Context: an optimization exercise on an open-source flow, tuned for small area, a short achievable clock period and few clock cycles per item. The choices shown serve that exercise and are no tape-out recipe.
In this exercise RTL edits were held to simulation tests only and were not proved equivalent to the original.
The clock input has no modelled driver; a real chip could not lean on it and would need a root buffer or a full tree.
Power and IR drop assume default switching activity.

job 3125:
Design mdc, start of the top module:
module mdc (clk, rst_n, start, A, B, out, done);
input clk, rst_n, start;
input [7:0] A, B;
output [7:0] out;
output done;
reg       busy;
reg [6:0] ah, bh;    
reg [2:0] k;
function [2:0] ctz8;
    input [7:0] v;
    begin
        casez (v)
            8'b???????1: ctz8 = 3'd0;
            8'b??????10: ctz8 = 3'd1;
            8'b?????100: ctz8 = 3'd2;
            8'b????1000: ctz8 = 3'd3;
            8'b???10000: ctz8 = 3'd4;
            8'b??100000: ctz8 = 3'd5;
            8'b?1000000: ctz8 = 3'd6;
            default:     ctz8 = 3'd7;
        endcase
    end
endfunction
function [6:0] oddh8;
    input [7:0] v;
    begin
        casez (v)
            8'b???????1: oddh8 = v[7:1];
            8'b??????10: oddh8 = {1'b0, v[7:2]};
            8'b?????100: oddh8 = {2'b0, v[7:3]};
            8'b????1000: oddh8 = {3'b0, v[7:4]};
            8'b???10000: oddh8 = {4'b0, v[7:5]};
            8'b??100000: oddh8 = {5'b0, v[7:6]};
            8'b?1000000: oddh8 = {6'b0, v[7]};
            default:     oddh8 = 7'd0;
        endcase
    end
endfunction
wire [7:0] d  = {1'b0, ah} - {1'b0, bh};
wire       lt = d[7];
wire [6:0] m  = d[7:1] ^ {7{lt}};
reg  [6:0] vh;
always @* begin
    casez (ah ^ bh)
        7'b??????1: vh = m;
        7'b?????10: vh = {1'b0, m[6:1]};
        7'b????100: vh = {2'b0, m[6:2]};
        7'b???1000: vh = {3'b0, m[6:3]};
        7'b??10000: vh = {4'b0, m[6:4]};
        7'b?100000: vh = {5'b0, m[6:5]};
        default:    vh = {6'b0, m[6]};
    endcase
end
wire       fin = (ah == bh) | (ah == 7'd0);
assign done = busy & fin;
assign out  = {ah, 1'b1} << k;
always @(posedge clk or negedge rst_n) begin
    if (!rst_n)
        busy <= 1'b0;
  ...
Settings: LEC_CHECK=0, CAP_MARGIN=20, CORE_MARGIN=2, CORE_UTILIZATION=40, CTS_BUF_LIST=sky130_fd_sc_hd__clkbuf_4, SETUP_SLACK_MARGIN=1.5, SLEW_MARGIN=20, TNS_END_PERCENT=0; clock period 4.0 ns.
standard.sh (not shown) runs the stock make flow with config.mk's settings and CLKGATE_MAP_FILE= SYNTH_SCRIPT=/design/flow/synth_recipe.tcl, a recipe that flattens the netlist after the stock synthesis.
==> flow/flow/run.sh <==
#!/bin/bash
# The standard layout (standard.sh) with two changes:
#  - the port buffers are plain buf_1 cells;
#  - synthesis maps the logic with the ABC script in flow/abc.script instead of
#    ORFS's speed script. Everything else in synthesis (synth_recipe.tcl) is kept.
# Each tool's output goes to the ORFS logs; make's own output goes to standard.log.
set -euo pipefail
W=$(pwd)
export BUFFER_PORTS_ARGS="-buffer_cell sky130_fd_sc_hd__buf_1"
export SETUP_MOVE_SEQUENCE=sizeup,swap
export SKIP_GATE_CLONING=1
export SKIP_LAST_GASP=1
export ONE_CLKBUF=sky130_fd_sc_hd__clkbuf_8
export PRE_CTS_TCL="$W/flow/pre_cts.tcl"
export MY_ABC_SCRIPT="$W/flow/abc.script"
{ sed -n 1p synth_recipe.tcl; cat flow/abc_override.tcl; sed -n '2,$p' synth_recipe.tcl; } > synth_own.tcl
sed "s#SYNTH_SCRIPT=[^ ]*#SYNTH_SCRIPT=$W/synth_own.tcl#" standard.sh > standard_own.sh
bash standard_own.sh > standard.log 2>&1
==> flow/flow/abc.script <==
strash
&get -n
&dch -f
&nf -R 1000
&put
strash
&get -n
&dch -f
&nf -R 1000
&put
strash
&get -n
&dch -f
&nf -R 1000
&put
mfs3 -a
topo
stime -c
==> flow/flow/abc_override.tcl <==
# Run ABC with the script in MY_ABC_SCRIPT in place of the one ORFS chose.
proc abc {args} {
  set i [lsearch -exact $args -script]
  if { $i >= 0 } {
    set args [lreplace $args [expr {$i + 1}] [expr {$i + 1}] $::env(MY_ABC_SCRIPT)]
  }
  yosys abc {*}$args
}
==> flow/flow/pre_cts.tcl <==
# A one-buffer clock tree. The design has a few dozen flip-flops, so one
# clock buffer, placed at their centre, drives all of their clock pins; the
# clock port drives only that buffer. Replaces clock_tree_synthesis, which
# builds a two-level H-tree here.
proc clock_tree_synthesis { args } {
  set block [ord::get_db_block]
  set port_net [[$block findBTerm clk] getNet]
  set master [[ord::get_db] findMaster $::env(ONE_CLKBUF)]
  set buf [odb::dbInst_create $block $master clkbuf_root]
  set net [odb::dbNet_create $block clknet_root]
  $port_net setSigType CLOCK
  $net setSigType CLOCK
  set n 0
  set sx 0
  set sy 0
  foreach it [$port_net getITerms] {
    set inst [$it getInst]
    set bb [$inst getBBox]
    set sx [expr {$sx + ([$bb xMin] + [$bb xMax]) / 2}]
    set sy [expr {$sy + ([$bb yMin] + [$bb yMax]) / 2}]
    incr n
    $it disconnect
    $it connect $net
  }
  [$buf findITerm A] connect $port_net
  [$buf findITerm X] connect $net
  $buf setLocation [expr {$sx / $n}] [expr {$sy / $n}]
  $buf setPlacementStatus PLACED
  puts "one-buffer clock tree: $::env(ONE_CLKBUF) drives $n clock pins"
  set_propagated_clock [all_clocks]
}
Testbench counts of job 3125, summed over its fixed seeds: cycles 9,100, items 2,400.
Input-level comparison between job 3538 and job 3125:
diff --git a/flow/flow/run.sh b/flow/flow/run.sh
--- a/flow/flow/run.sh
+++ b/flow/flow/run.sh
@@ -8,9 +8,4 @@
 W=$(pwd)
 export BUFFER_PORTS_ARGS="-buffer_cell sky130_fd_sc_hd__buf_1"
-export SETUP_MOVE_SEQUENCE=sizeup,swap
-export SKIP_GATE_CLONING=1
-export SKIP_LAST_GASP=1
-export ONE_CLKBUF=sky130_fd_sc_hd__clkbuf_8
-export PRE_CTS_TCL="$W/flow/pre_cts.tcl"
 export MY_ABC_SCRIPT="$W/flow/abc.script"
 { sed -n 1p synth_recipe.tcl; cat flow/abc_override.tcl; sed -n '2,$p' synth_recipe.tcl; } > synth_own.tcl
diff --git a/flow/config.mk b/flow/config.mk
--- a/flow/config.mk
+++ b/flow/config.mk
@@ -10,5 +10,3 @@
 export CORE_UTILIZATION = 40
 export CTS_BUF_LIST = sky130_fd_sc_hd__clkbuf_4
-export SETUP_SLACK_MARGIN = 1.5
 export SLEW_MARGIN = 20
-export TNS_END_PERCENT = 0
removed: flow/flow/pre_cts.tcl
[summary]
- In summary, job 3538 completed successfully, with a layout that passed the timing, design-rule and antenna checks.
- Job 3538: critical path required time 0.95 ns above job 3125
- After detailed routing, job 3125 needs more wire than job 3538.
- Job 3538 ended up with a lower combinational fraction of design power than job 3125 did.
- Job 3125 → job 3538: total power of the final layout fell 0.00046 W, clock network fraction of total power rose 2.4 points, utilization after layout fell 5.4 points, final worst slack fell 0.49 ns.
> inputs changed (job 3538 -> job 7638)
diff --git a/flow/flow/run.sh b/flow/flow/run.sh
--- a/flow/flow/run.sh
+++ b/flow/flow/run.sh
@@ -8,4 +8,7 @@
 W=$(pwd)
 export BUFFER_PORTS_ARGS="-buffer_cell sky130_fd_sc_hd__buf_1"
+export SETUP_MOVE_SEQUENCE=sizeup,swap
+export SKIP_GATE_CLONING=1
+export SKIP_LAST_GASP=1
 export MY_ABC_SCRIPT="$W/flow/abc.script"
 { sed -n 1p synth_recipe.tcl; cat flow/abc_override.tcl; sed -n '2,$p' synth_recipe.tcl; } > synth_own.tcl
diff --git a/flow/config.mk b/flow/config.mk
--- a/flow/config.mk
+++ b/flow/config.mk
@@ -10,3 +10,5 @@
 export CORE_UTILIZATION = 40
 export CTS_BUF_LIST = sky130_fd_sc_hd__clkbuf_4
+export SETUP_SLACK_MARGIN = 1.4
 export SLEW_MARGIN = 20
+export TNS_END_PERCENT = 0
--- outcome ---
- The flow did not stop early for job 7638: all stages ran, and the layout cleared the timing, design-rule and antenna checks.
- Going from job 3538 to job 7638, first-pass GRT wire length increased by 10% relative to the old numbers; measured slew at the worst slew-check pin went down by 0.39 ns; number of global-route vias before repair increased about 12%.
- Diff job 3538 and job 7638: met2 track utilization from global routing higher in job 7638
- Job 3538 -> job 7638: number of inserted filler cells in the final layout delta 0, exact match
- As far as synthesized area goes, job 3538 and job 7638 are indistinguishable; the numbers are identical.
- Taking job 3538 as the reference point, the switching power as a share of total power of job 7638 falls by 0.58 points.
> inputs changed (job 7638 -> job 7191)
diff --git a/flow/flow/run.sh b/flow/flow/run.sh
--- a/flow/flow/run.sh
+++ b/flow/flow/run.sh
@@ -8,7 +8,4 @@
 W=$(pwd)
 export BUFFER_PORTS_ARGS="-buffer_cell sky130_fd_sc_hd__buf_1"
-export SETUP_MOVE_SEQUENCE=sizeup,swap
-export SKIP_GATE_CLONING=1
-export SKIP_LAST_GASP=1
 export MY_ABC_SCRIPT="$W/flow/abc.script"
 { sed -n 1p synth_recipe.tcl; cat flow/abc_override.tcl; sed -n '2,$p' synth_recipe.tcl; } > synth_own.tcl
==> flow/flow/abc.script <==
strash
&get -n
&dch
&nf -R 1000
&put
topo
stime -c
diff --git a/flow/config.mk b/flow/config.mk
--- a/flow/config.mk
+++ b/flow/config.mk
@@ -10,5 +10,3 @@
 export CORE_UTILIZATION = 40
 export CTS_BUF_LIST = sky130_fd_sc_hd__clkbuf_4
-export SETUP_SLACK_MARGIN = 1.4
 export SLEW_MARGIN = 20
-export TNS_END_PERCENT = 0
Findings:
Job 7191 finished every stage and its layout cleared the timing, design-rule and antenna checks.
In job 7191, the non-filler instance count after layout came out 1 below the value in job 7638.
Looking at power, job 7191 sits 15% lower than job 7638 does.
Largest driver fanout on the critical path came out exactly the same in job 7191 and job 7638.
The final reports for job 7191 and job 7638 show synthesized cell count lower in the former.
Compared to job 7638, job 7191 has biggest cell delay along the critical path 0.05 ns higher.
Total die area was higher in the run labelled job 7191.
[diff] area of the mapped netlist, job 7191 relative to job 7638: regression
Looking at worst clock skew, job 7191 sits 0.0088 ns higher than job 7638 does.
The clock cells of job 3125 come from the design's own scripts or RTL, not from TritonCTS.

-- port drivers added, routing unchanged --
Ports are ideal in the flow. The routed layouts listed here were re-timed in OpenROAD. Step 1 (the two cells are an assumption about what drives the block):
set clk [get_ports {clk}]
set_driving_cell -lib_cell sky130_fd_sc_hd__clkbuf_16 $clk
set_driving_cell -lib_cell sky130_fd_sc_hd__buf_2 [delete_from_list [all_inputs] $clk]
Step 2 moves the port delays by t, midway between the first and last clock arrival at a register: inputs arrive t later, outputs are due t later. That takes back most of the time a late clock gives input paths. Three values: ideal, step 1, step 2; two values: the first two.
run	shift t [ns]	setup WS [ns]	worst register clock-pin slew, ns	worst slew at a driven data input, ns	cell pins on the clock port's net
job 3125	0.187	1.491 / 1.465 / 1.441	0.11 / 0.11	0.03	1
job 3538	0.311	1.006 / 1.006 / 1.006	0.10 / 0.10	0.03	1
job 7638	0.311	1.407 / 1.386 / 1.264	0.10 / 0.10	0.03	1
job 7191	0.316	0.997 / 0.974 / 1.060	0.12 / 0.12	0.03	1
After both steps setup and hold are still met in every run listed. For job 7638, which loses most, drivers alone change the setup slack by -0.021 ns; drivers and shift together by -0.143 ns.
